Context: an optimization exercise on an open-source flow, tuned for small area and a short achievable clock period. The choices shown serve that exercise and are no tape-out recipe. The RTL was checked by simulation tests, not by an equivalence proof against the original design.

Setup of JK:
Design KEYBOARD_CONTROLLER, start of the top module:
module KEYBOARD_CONTROLLER (
	RST_N     ,
	DATA      ,
	CLK_50MHZ ,
	PS2CLK    ,
	ASCII_OUT ,
	COLOR     ,
	COMMAND
	);
Size: roughly 2500 cells after synthesis, roughly 760 flip-flops, about 22 I/O pins, roughly 0.026 mm^2 of cells after synthesis.
export LEC_CHECK = 0
export CAP_MARGIN = 20
export CORE_MARGIN = 2
export CORE_UTILIZATION = 60
export CTS_BUF_LIST = sky130_fd_sc_hd__clkbuf_8
export CTS_CLUSTER_DIAMETER = 60
export CTS_CLUSTER_SIZE = 16
export SLEW_MARGIN = 20
create_clock -name core_clock -period 160.0 [get_ports {CLK_50MHZ}]
standard.sh (not shown) runs the stock make flow with config.mk's settings and CLKGATE_MAP_FILE= SYNTH_SCRIPT=/design/flow/synth_recipe.tcl, a recipe that flattens the netlist after the stock synthesis.
==> flow/flow/run.sh <==
#!/bin/bash
set -euo pipefail
export BUFFER_PORTS_ARGS="-buffer_cell sky130_fd_sc_hd__buf_2"
bash standard.sh finish > flow_make.log 2>&1
--- input diff JK..MS ---
--- a/flow/design.v
+++ b/flow/design.v
@@ -319,67 +319,59 @@
 	wire cd_nz  = (cd != 3'd0);
 	wire is_sin = mat[1] & mat[3] & mat[5];
 	wire is_cos = mat[0] & mat[2] & mat[4];
 	wire c_swap = conv[1];
 	wire srcY   = (oper[0] == c_swap);
 	wire negv   = c_swap & (oper[0] ^ conv[0]);
 	wire d_pt_x = !sym_ent && is_pt && cd_nz && x_int;
 	wire d_pt_y = !sym_ent && is_pt && cd_nz && !x_int && y_int;
 	wire d_op_x = !sym_ent && is_op && !letter && x_int;
 	wire d_rp_x = !sym_ent && !is_pt && !is_op && sym == Y_RP && letter && x_int && cd_nz;
 	reg [5:0] msym;
 	reg       mend;
-	reg [4:0] mc;    
 	always @(*) begin
-		mc = 5'd0;
+		mend = 1'b0;
+		msym = Y_SP;
 		case (cnt[4:0])
-			5'd0: mc = 5'd0;   5'd1: mc = 5'd5;   5'd2: mc = 5'd18;  5'd3: mc = 5'd18;
-			5'd4: mc = 5'd15;  5'd5: mc = 5'd18;  5'd6: mc = 5'd27;   5'd7: mc = 5'd0;
+			5'd0: msym = Y_SP;   5'd1: msym = L(5);   5'd2: msym = L(18);  5'd3: msym = L(18);
+			5'd4: msym = L(15);  5'd5: msym = L(18);  5'd6: msym = Y_SL;   5'd7: msym = Y_SP;
 			default:
 				if (err)
 					case (cnt[4:0])
-						5'd8:  mc = 5'd21; 5'd9:  mc = 5'd14; 5'd10: mc = 5'd11; 5'd11: mc = 5'd14;
-						5'd12: mc = 5'd15; 5'd13: mc = 5'd23; 5'd14: mc = 5'd14; 5'd15: mc = 5'd0;
-						5'd16: mc = 5'd3;  5'd17: mc = 5'd15; 5'd18: mc = 5'd13; 5'd19: mc = 5'd13;
-						5'd20: mc = 5'd1;  5'd21: mc = 5'd14; 5'd22: mc = 5'd4;
-						default: mc = 5'd31;
+						5'd8:  msym = L(21); 5'd9:  msym = L(14); 5'd10: msym = L(11); 5'd11: msym = L(14);
+						5'd12: msym = L(15); 5'd13: msym = L(23); 5'd14: msym = L(14); 5'd15: msym = Y_SP;
+						5'd16: msym = L(3);  5'd17: msym = L(15); 5'd18: msym = L(13); 5'd19: msym = L(13);
+						5'd20: msym = L(1);  5'd21: msym = L(14); 5'd22: msym = L(4);
+						default: mend = 1'b1;
 					endcase
 				else if (sym_ent)
 					case (cnt[4:0])
-						5'd8:  mc = 5'd5;  5'd9:  mc = 5'd24; 5'd10: mc = 5'd16; 5'd11: mc = 5'd18;
-						5'd12: mc = 5'd5;  5'd13: mc = 5'd19; 5'd14: mc = 5'd19; 5'd15: mc = 5'd9;
-						5'd16: mc = 5'd15; 5'd17: mc = 5'd14; 5'd18: mc = 5'd0;  5'd19: mc = 5'd14;
-						5'd20: mc = 5'd15; 5'd21: mc = 5'd20; 5'd22: mc = 5'd0;  5'd23: mc = 5'd6;
-						5'd24: mc = 5'd21; 5'd25: mc = 5'd12; 5'd26: mc = 5'd12;
-						default: mc = 5'd31;
+						5'd8:  msym = L(5);  5'd9:  msym = L(24); 5'd10: msym = L(16); 5'd11: msym = L(18);
+						5'd12: msym = L(5);  5'd13: msym = L(19); 5'd14: msym = L(19); 5'd15: msym = L(9);
+						5'd16: msym = L(15); 5'd17: msym = L(14); 5'd18: msym = Y_SP;  5'd19: msym = L(14);
+						5'd20: msym = L(15); 5'd21: msym = L(20); 5'd22: msym = Y_SP;  5'd23: msym = L(6);
+						5'd24: msym = L(21); 5'd25: msym = L(12); 5'd26: msym = L(12);
+						default: mend = 1'b1;
 					endcase
 				else
 					case (cnt[4:0])
-						5'd8:  mc = 5'd21; 5'd9:  mc = 5'd14; 5'd10: mc = 5'd5;  5'd11: mc = 5'd24;
-						5'd12: mc = 5'd16; 5'd13: mc = 5'd5;  5'd14: mc = 5'd3;  5'd15: mc = 5'd20;
-						5'd16: mc = 5'd5;  5'd17: mc = 5'd4;  5'd18: mc = 5'd0;  5'd19: mc = 5'd20;
-						5'd20: mc = 5'd15; 5'd21: mc = 5'd11; 5'd22: mc = 5'd5;  5'd23: mc = 5'd14;
-						5'd24: mc = 5'd0;  5'd25: mc = 5'd28;  5'd27: mc = 5'd28;
-						5'd26: mc = 5'd29;
-						default: mc = 5'd31;
+						5'd8:  msym = L(21); 5'd9:  msym = L(14); 5'd10: msym = L(5);  5'd11: msym = L(24);
+						5'd12: msym = L(16); 5'd13: msym = L(5);  5'd14: msym = L(3);  5'd15: msym = L(20);
+						5'd16: msym = L(5);  5'd17: msym = L(4);  5'd18: msym = Y_SP;  5'd19: msym = L(20);
+						5'd20: msym = L(15); 5'd21: msym = L(11); 5'd22: msym = L(5);  5'd23: msym = L(14);
+						5'd24: msym = Y_SP;  5'd25: msym = Y_QU;  5'd27: msym = Y_QU;
+						5'd26: if (sym[5:1] == 5'b01001) mend = 1'b1; else msym = sym;
+						default: mend = 1'b1;
 					endcase
 		endcase
-		case (mc)
-			5'd0:    msym = Y_SP;
-			5'd27:   msym = Y_SL;
-			5'd28:   msym = Y_QU;
-			5'd29:   msym = sym;
-			default: msym = {1'b1, mc};
-		endcase
-		mend = (mc == 5'd31) || (mc == 5'd29 && sym[5:1] == 5'b01001);
 	end
 	always @(*) begin
 		psel = 3'd3; qsel = 3'd0; kidx = 4'd0; sub = 1'b0; cinx = 1'b0; mask = 1'b0; abin = 1'b0;
 		amode = 2'd0; xmode = 3'd0; xbin = 1'b0; ymode = 2'd0; ybin = 1'b0; tmode = 2'd0;
 		case (st)
 			S_IDLE: begin amode = 2'd1; xmode = 3'd1; ymode = 2'd1; end
 			S_DISP: begin
 				if (d_pt_x || d_op_x || d_rp_x) xmode = 3'd2;
 				else if (d_pt_y && !letter) begin psel = 3'd0; ymode = 2'd1; end
 			end
 			S_CLRA, S_DV3, S_PF2, S_ZR: amode = 2'd1;
 			S_M1:  begin psel = 3'd4; tmode = 2'd1; end
Results
Highest signal layer in the routed design = met4: JK; highest signal layer in the routed design = met5: MS. Between MS and JK, the xor-xnor portion of the synthesized cell area figures differ only marginally. MS gives more global routing usage on met2 than JK did. For layout overhead on the synthesized area, JK and MS come out practically identical. As of MS, post-layout net count had risen slightly compared to JK. Of MS and JK, it is MS that has the lower data arrival time of the critical path. In the tables for MS and JK, via count reads lower with JK. Sequential share of layout area: MS and JK compared, higher one is JK. ~same non-clock buffer area fraction after layout in MS and JK.

==> port drivers added, routing unchanged <==
How much do the figures lean on ideal ports? The routed layouts below were timed once more, with nothing changed but the port constraints. Step 1: set_driving_cell puts a clkbuf_16 on CLK_50MHZ and a buf_2 on each other input, an assumption about the parent block. Step 2 moves the port delays by t, midway between the first and last clock arrival at a register: inputs arrive t later, outputs are due t later. That takes back most of the time a late clock gives input paths. Slacks: ideal / step 1 / step 2; pairs: ideal / step 1.
run | t (ns) | setup slack, ns | hold slack, ns | worst setup path at the end
JK | 0.740 | 126.652 / 126.598 / 127.337 | 0.303 / 0.303 / 0.303 | register to output
MS | 0.754 | 126.713 / 126.660 / 127.413 | 0.313 / 0.313 / 0.313 | register to output
After both steps setup and hold are still met in every run listed.
